This is an optimization exercise on Yosys and OpenROAD, whose aim is small area, not a production implementation. Function was checked by simulation only, so behaviour that the tests miss may differ from the original. The flow treats the clock pin as an ideal source. Dropping or thinning the clock tree relies on that and would not hold on a real chip. No activity file was given, so power comes from the tool's default toggle rates.

== red ==
==> flow/design.v <==
module top
(
	CLOCK_50,
	KEY,
	SW,
	LEDR,
	HEX0,
	HEX1,
	HEX2,
	HEX3,
	HEX4,
	HEX5
);
input wire CLOCK_50;
input wire [3:0] KEY;
input wire [9:0] SW;
output wire [9:0] LEDR;
output wire [6:0] HEX0, HEX1, HEX2, HEX3, HEX4, HEX5;
localparam [3:0] S_INIT  = 4'd0,
                 S_SETUP = 4'd1,
                 S_FPGA  = 4'd2,    
                 S_FDONE = 4'd3,    
                 S_UOK   = 4'd4,    
                 S_UBAD  = 4'd5,    
                 S_DOK   = 4'd6,    
                 S_DBAD  = 4'd7,
                 S_COK   = 4'd8,    
                 S_CBAD  = 4'd9,
                 S_NEXT  = 4'd10,
                 S_NEXTW = 4'd11,    
                 S_RES   = 4'd12,
                 S_RESW  = 4'd13;
reg [3:0] st, nst;
reg [3:0] sync0, sync1, last;
always @(posedge CLOCK_50) begin
	sync0 <= KEY;
	sync1 <= sync0;
	last  <= sync1;
end
wire [3:0] press = last & ~sync1;
wire       any   = |press;
wire s_init = (st == S_INIT);
wire s_next = (st == S_NEXT) | (st == S_NEXTW);
wire rst_v  = SW[1] | s_next;      
wire rst_c  = s_init | s_next | (st == S_FDONE);     
reg [7:0] setup;
always @(posedge CLOCK_50) begin
	if (SW[1]) setup[7:6] <= 2'd0;
	else if (st == S_SETUP) setup[7:6] <= SW[9:8];
end
always @(posedge CLOCK_50) begin
	if (st == S_SETUP) setup[5:0] <= SW[7:2];
end
wire [1:0] level = setup[7:6];
wire [1:0] map   = setup[5:4];
wire [3:0] lastr = setup[3:0];
reg [4:0] diva;
reg [3:0] divb;
wire wrap = diva[4] & ~diva[3] & ~diva[1] & ~diva[0];
always @(posedge CLOCK_50) begin
	if (s_init) begin
		diva <= 5'd0;
		divb <= 4'd0;
	end else begin
		diva <= wrap ? 5'd0 : {diva[3:0], ~(diva[4] ^ diva[2])};
		if (wrap) divb <= divb + 4'd1;
	end
end
wire t2   = wrap & ~divb[0];
wire t1   = wrap & (divb[1:0] == 2'b01);
wire t05  = wrap & (divb[2:0] == 3'b011);
wire t025 = wrap & (divb == 4'b0111);
reg  thz;
always @(*) begin
	case (level)
		2'd0: thz = t025;
		2'd1: thz = t05;
		2'd2: thz = t1;
		default: thz = t2;
	endcase
end
reg [3:0] cnt;
localparam [63:0] ITEM0 = 64'h64CE52EA58CA52EA;
localparam [63:0] ITEM1 = 64'h359B36B9CDED36B9;
wire [5:0] iaddr = {map, cnt};
wire [1:0] item  = {ITEM1[iaddr], ITEM0[iaddr]};
wire [3:0] item_oh = {item == 2'd3, item == 2'd1, item == 2'd0, item == 2'd2};
reg  [3:0] round;
wire       cnt_end = (cnt == round);
always @(posedge CLOCK_50) begin
	if (SW[1]) round <= 4'd0;
	else if (st == S_COK && round != lastr) round <= round + 4'd1;
end
reg  [3:0] tempo;    
wire       tout = tempo[3] & tempo[1];
wire       uturn = (st == S_UOK) | (st == S_UBAD) | (st == S_DOK) | (st == S_DBAD);
always @(posedge CLOCK_50) begin
	if (rst_v) tempo <= 4'd0;
	else if (uturn & t1) tempo <= tempo + 4'd1;
end
reg [2:0] led;    
wire ustep = ((st == S_UOK) | (st == S_UBAD)) & any;
wire fstep = (st == S_FPGA) & thz;
always @(posedge CLOCK_50) begin
	if (rst_c) cnt <= 4'd0;
	else if (ustep | fstep) cnt <= cnt + 4'd1;
end
always @(posedge CLOCK_50) begin
	if (rst_v) led <= 3'd0;
	else if (fstep) led <= {1'b1, item};
end
wire pok = (press == item_oh);
always @(*) begin
	case (st)
		S_INIT:  nst = S_SETUP;
		S_SETUP: nst = SW[0] ? S_FPGA : S_SETUP;
		S_FPGA:  nst = (thz & cnt_end) ? S_FDONE : S_FPGA;
		S_FDONE: nst = S_UOK;
		S_UOK:   nst = tout ? S_RES :
		               any ? (cnt_end ? (pok ? S_DOK : S_DBAD) : (pok ? S_UOK : S_UBAD)) : S_UOK;
		S_UBAD:  nst = tout ? S_RES : (any & cnt_end) ? S_DBAD : S_UBAD;
		S_DOK:   nst = any ? S_CBAD : S_COK;
		S_DBAD:  nst = S_CBAD;
		S_COK:   nst = (round == lastr) ? S_NEXTW : S_NEXT;
		S_CBAD:  nst = S_RES;
		S_NEXT:  nst = S_FPGA;
		S_NEXTW: nst = S_RESW;
		S_RES:   nst = S_RES;
		S_RESW:  nst = S_RESW;
		default: nst = S_INIT;
	endcase
end
always @(posedge CLOCK_50) begin
	if (SW[1]) st <= S_INIT;
	else st <= nst;
end
wire sel = (st == S_RES) | (st == S_RESW);
wire win = (st == S_NEXTW) | (st == S_RESW);
function [6:0] dec7;
	input [3:0] v;
	case (v)
		4'h0: dec7 = ~7'b011_1111;
		4'h1: dec7 = ~7'b000_0110;
		4'h2: dec7 = ~7'b101_1011;
		4'h3: dec7 = ~7'b100_1111;
		4'h4: dec7 = ~7'b110_0110;
		4'h5: dec7 = ~7'b110_1101;
		4'h6: dec7 = ~7'b111_1101;
		4'h7: dec7 = ~7'b000_0111;
		4'h8: dec7 = ~7'b111_1111;
		4'h9: dec7 = ~7'b110_1111;
		4'hA: dec7 = ~7'b111_0111;
		4'hB: dec7 = ~7'b111_1100;
		4'hC: dec7 = ~7'b011_1001;
		4'hD: dec7 = ~7'b101_1110;
		4'hE: dec7 = ~7'b111_1001;
		default: dec7 = ~7'b111_0001;
	endcase
endfunction
wire [5:0] points = level * round;
localparam [111:0] TSEG = 112'b1111000100001000100100011001111000010000000010000000000011110000000010001001000110010110000010010011110011000000;
wire [6:0] tseg = TSEG[tempo*7 +: 7];
assign HEX5 = sel ? (win ? ~7'b011_1110 : ~7'b111_0001) : ~7'b011_1000;
assign HEX4 = sel ? (win ? ~7'b110_1101 : ~7'b111_0011) : dec7({2'b00, level});
assign HEX3 = sel ? ~7'b111_0001 : (win ? ~7'b111_1101 : ~7'b111_1001);
assign HEX2 = sel ? (win ? ~7'b101_0000 : ~7'b111_0111) : tseg;
wire [6:0] phseg = points[5] ? 7'b0100100 : (points[4] ? 7'b1111001 : 7'b1000000);
assign HEX1 = sel ? phseg : ~7'b101_0000;
assign HEX0 = dec7(sel ? points[3:0] : round);
assign LEDR[9:6] = ~KEY;
assign LEDR[5:4] = 2'b11;
assign LEDR[3:0] = {(led[1:0] == 2'd3), (led[1:0] == 2'd1), (led[2] & (led[1:0] == 2'd0)), (led[1:0] == 2'd2)};
endmodule
Settings: LEC_CHECK=0, CAP_MARGIN=20, CORE_MARGIN=2, CORE_UTILIZATION=40, SLEW_MARGIN=20; clock period 10.0 ns.
standard.sh (not shown) runs the stock make flow with config.mk's settings and CLKGATE_MAP_FILE= SYNTH_SCRIPT=/design/flow/synth_recipe.tcl, a recipe that flattens the netlist after the stock synthesis.
==> flow/flow/run.sh <==
#!/bin/bash
# Layout flow: the standard synthesis; the combinational logic re-mapped
# for area (registers, their names and cell types kept; the smallest of a few
# ABC runs is used); then the standard layout with 1x port buffers and
# clock tree buffers sized down to what the flip-flop clock slews allow.
set -euo pipefail
W=$PWD
R=$W/orfs/results/${FLOW_PLATFORM:-sky130hd}/top/base
F=$W/flow
LIB=${FLOW_HOME}/platforms/sky130hd/lib/sky130_fd_sc_hd__tt_025C_1v80.lib

# 1. standard synthesis
bash standard.sh "$R/1_2_yosys.v" > synth.log 2>&1

# 2. re-map the combinational logic for area: 16 ABC runs (deepsyn with
# different seeds, then area mapping), 4 at a time; the smallest result that
# passes its check is kept, and used as the start of the next round.
cp "$R/1_2_yosys.v" "$W/1_2_yosys_standard.v"
DU=$(grep -o 'sky130_fd_sc_hd__[a-z0-9_]*' "$F/dont_use.txt" | sed 's/^/-dont_use /' | tr '\n' ' ')
reopt_round() {
  local IN=$1 RD=$2 S MAP DS a best="" besta=""
  for S in $(seq 1 16); do
    if [ $((S % 2)) = 1 ]; then MAP="amap"; else MAP="amap -m"; fi
    # stop on steps without improvement rather than on time, so the result
    # does not depend on how busy the machine is
    if [ $S -le 8 ]; then DS="-I 1 -J 200 -T 900"; else DS="-I 1 -J 500 -T 900"; fi
    sed -e "s#@SEED@#$((S + 16 * (RD - 1)))#g" -e "s#@MAP@#$MAP#g" -e "s#@DS@#$DS#g" "$F/area.abc" > "$W/area_${RD}_$S.abc"
    sed -e "s#@LIB@#$LIB#g" -e "s#@IN@#$IN#g" -e "s#@OUT@#$W/reopt_${RD}_$S.v#g" \
        -e "s#@DU@#$DU#g" -e "s#@ABC@#$W/area_${RD}_$S.abc#g" "$F/reopt.ys" > "$W/reopt_${RD}_$S.ys"
    yosys -l "$W/reopt_${RD}_$S.log" -s "$W/reopt_${RD}_$S.ys" > /dev/null 2>&1 &
    if [ $((S % 4)) = 0 ]; then wait; fi
  done
  wait
  for S in $(seq 1 16); do
    sed -e "s#@LIB@#$LIB#g" -e "s#@OUT@#$W/reopt_${RD}_$S.v#g" -e "s#@STAT@#$W/reopt_stat_${RD}_$S.txt#g" "$F/check.ys" > "$W/check_${RD}_$S.ys"
    if yosys -l "$W/check_${RD}_$S.log" -s "$W/check_${RD}_$S.ys" > /dev/null 2>&1; then
      a=$(grep "Chip area" "$W/reopt_stat_${RD}_$S.txt" | awk '{print $NF}')
      echo "round $RD seed $S area $a" >> "$W/reopt_choice.txt"
      if [ -z "$besta" ] || awk -v a="$a" -v b="$besta" 'BEGIN{exit !(a<b)}'; then best=$S; besta=$a; fi
    fi
  done
  if [ -n "$best" ] && { [ -z "$CUR_AREA" ] || awk -v a="$besta" -v b="$CUR_AREA" 'BEGIN{exit !(a<b)}'; }; then
    echo "round $RD chosen seed $best area $besta" >> "$W/reopt_choice.txt"
    cp "$W/reopt_${RD}_$best.v" "$W/reopt_round_$RD.v"
    CUR_AREA=$besta
    return 0
  fi
  echo "round $RD: no improvement" >> "$W/reopt_choice.txt"
  return 1
}
CUR="$W/1_2_yosys_standard.v"
CUR_AREA=""
for RD in 1 2 3 4; do
  if reopt_round "$CUR" $RD; then CUR="$W/reopt_round_$RD.v"; else break; fi
done
if [ "$CUR" != "$W/1_2_yosys_standard.v" ]; then
  cp "$CUR" "$R/1_2_yosys.v"
else
  echo "no re-mapped netlist passed its check; keeping the standard one" >> "$W/reopt_choice.txt"
fi

# 3. the rest of the standard layout
export BUFFER_PORTS_ARGS="-buffer_cell sky130_fd_sc_hd__buf_1"
export CTS_ARGS="-sink_clustering_enable -repair_clock_nets -dont_use_dummy_load"
export POST_CTS_TCL="$F/post_cts.tcl"
# one tie cell per constant value instead of one per constant output
export SKIP_REPAIR_TIE_FANOUT=1
bash standard.sh finish > layout.log 2>&1
Other scripts of this flow, unchanged in this note and not shown: flow/flow/area.abc, flow/flow/check.ys, flow/flow/dont_use.txt, flow/flow/post_cts.tcl, flow/flow/reopt.ys
red ended with every stage complete and zero timing, DRC or antenna violations.
The following lists how blue was set up differently from red:
diff --git a/flow/flow/run.sh b/flow/flow/run.sh
--- a/flow/flow/run.sh
+++ b/flow/flow/run.sh
@@ -27 +27 @@
-    sed -e "s#@SEED@#$((S + 16 * (RD - 1)))#g" -e "s#@MAP@#$MAP#g" -e "s#@DS@#$DS#g" "$F/area.abc" > "$W/area_${RD}_$S.abc"
+    sed -e "s#@SEED@#$S#g" -e "s#@MAP@#$MAP#g" -e "s#@DS@#$DS#g" "$F/area.abc" > "$W/area_${RD}_$S.abc"
@@ -42 +42 @@
-  if [ -n "$best" ] && { [ -z "$CUR_AREA" ] || awk -v a="$besta" -v b="$CUR_AREA" 'BEGIN{exit !(a<b)}'; }; then
+  if [ -n "$best" ]; then
@@ -45 +44,0 @@
-    CUR_AREA=$besta
@@ -48 +46,0 @@
-  echo "round $RD: no improvement" >> "$W/reopt_choice.txt"
@@ -52,2 +50 @@
-CUR_AREA=""
-for RD in 1 2 3 4; do
+for RD in 1 2 3; do
### Flow results
Part of the cycle the worst path needs is higher on red. | logic depth of the worst register-to-register path | blue vs red | 2 higher |. When blue is measured against red, its wire length of the first global-routing pass turns out 69 um higher. In the flow results for red and blue, the worst setup slack is smaller on red. Of the two values seen for destination of the critical timing path, HEX0[0] was produced by blue and HEX0[6] by red. Compared with red, blue shows combinational gate power that has gone down by more than 10%. Relative to red, fraction of final layout cells sized beyond drive strength 1 has gone up in blue.

re-timing with driven ports:
Ports are ideal in the flow. The routed layouts listed here were re-timed in OpenROAD. Step 1 (the two cells are an assumption about what drives the block):
set clk [get_ports {CLOCK_50}]
set_driving_cell -lib_cell sky130_fd_sc_hd__clkbuf_16 $clk
set_driving_cell -lib_cell sky130_fd_sc_hd__buf_2 [delete_from_list [all_inputs] $clk]
Step 2 adds t to the input delays and takes it off the output delays; t is the mean of the earliest and latest rising clock arrival at the registers after step 1. Input paths then give back, and output paths get back, about the clock's delay inside the block. a / b / c = no drivers / after step 1 / after step 2; a / b = the first two.
run | shift t [ns] | slack for setup (ns) | worst data-port slew with drivers (ns) | cell pins on the clock port's net
red | 0.183 | 4.730 / 4.678 / 4.861 | 0.03 | 4
blue | 0.191 | 5.294 / 5.243 / 5.434 | 0.04 | 4
After both steps setup and hold are still met in every run listed.
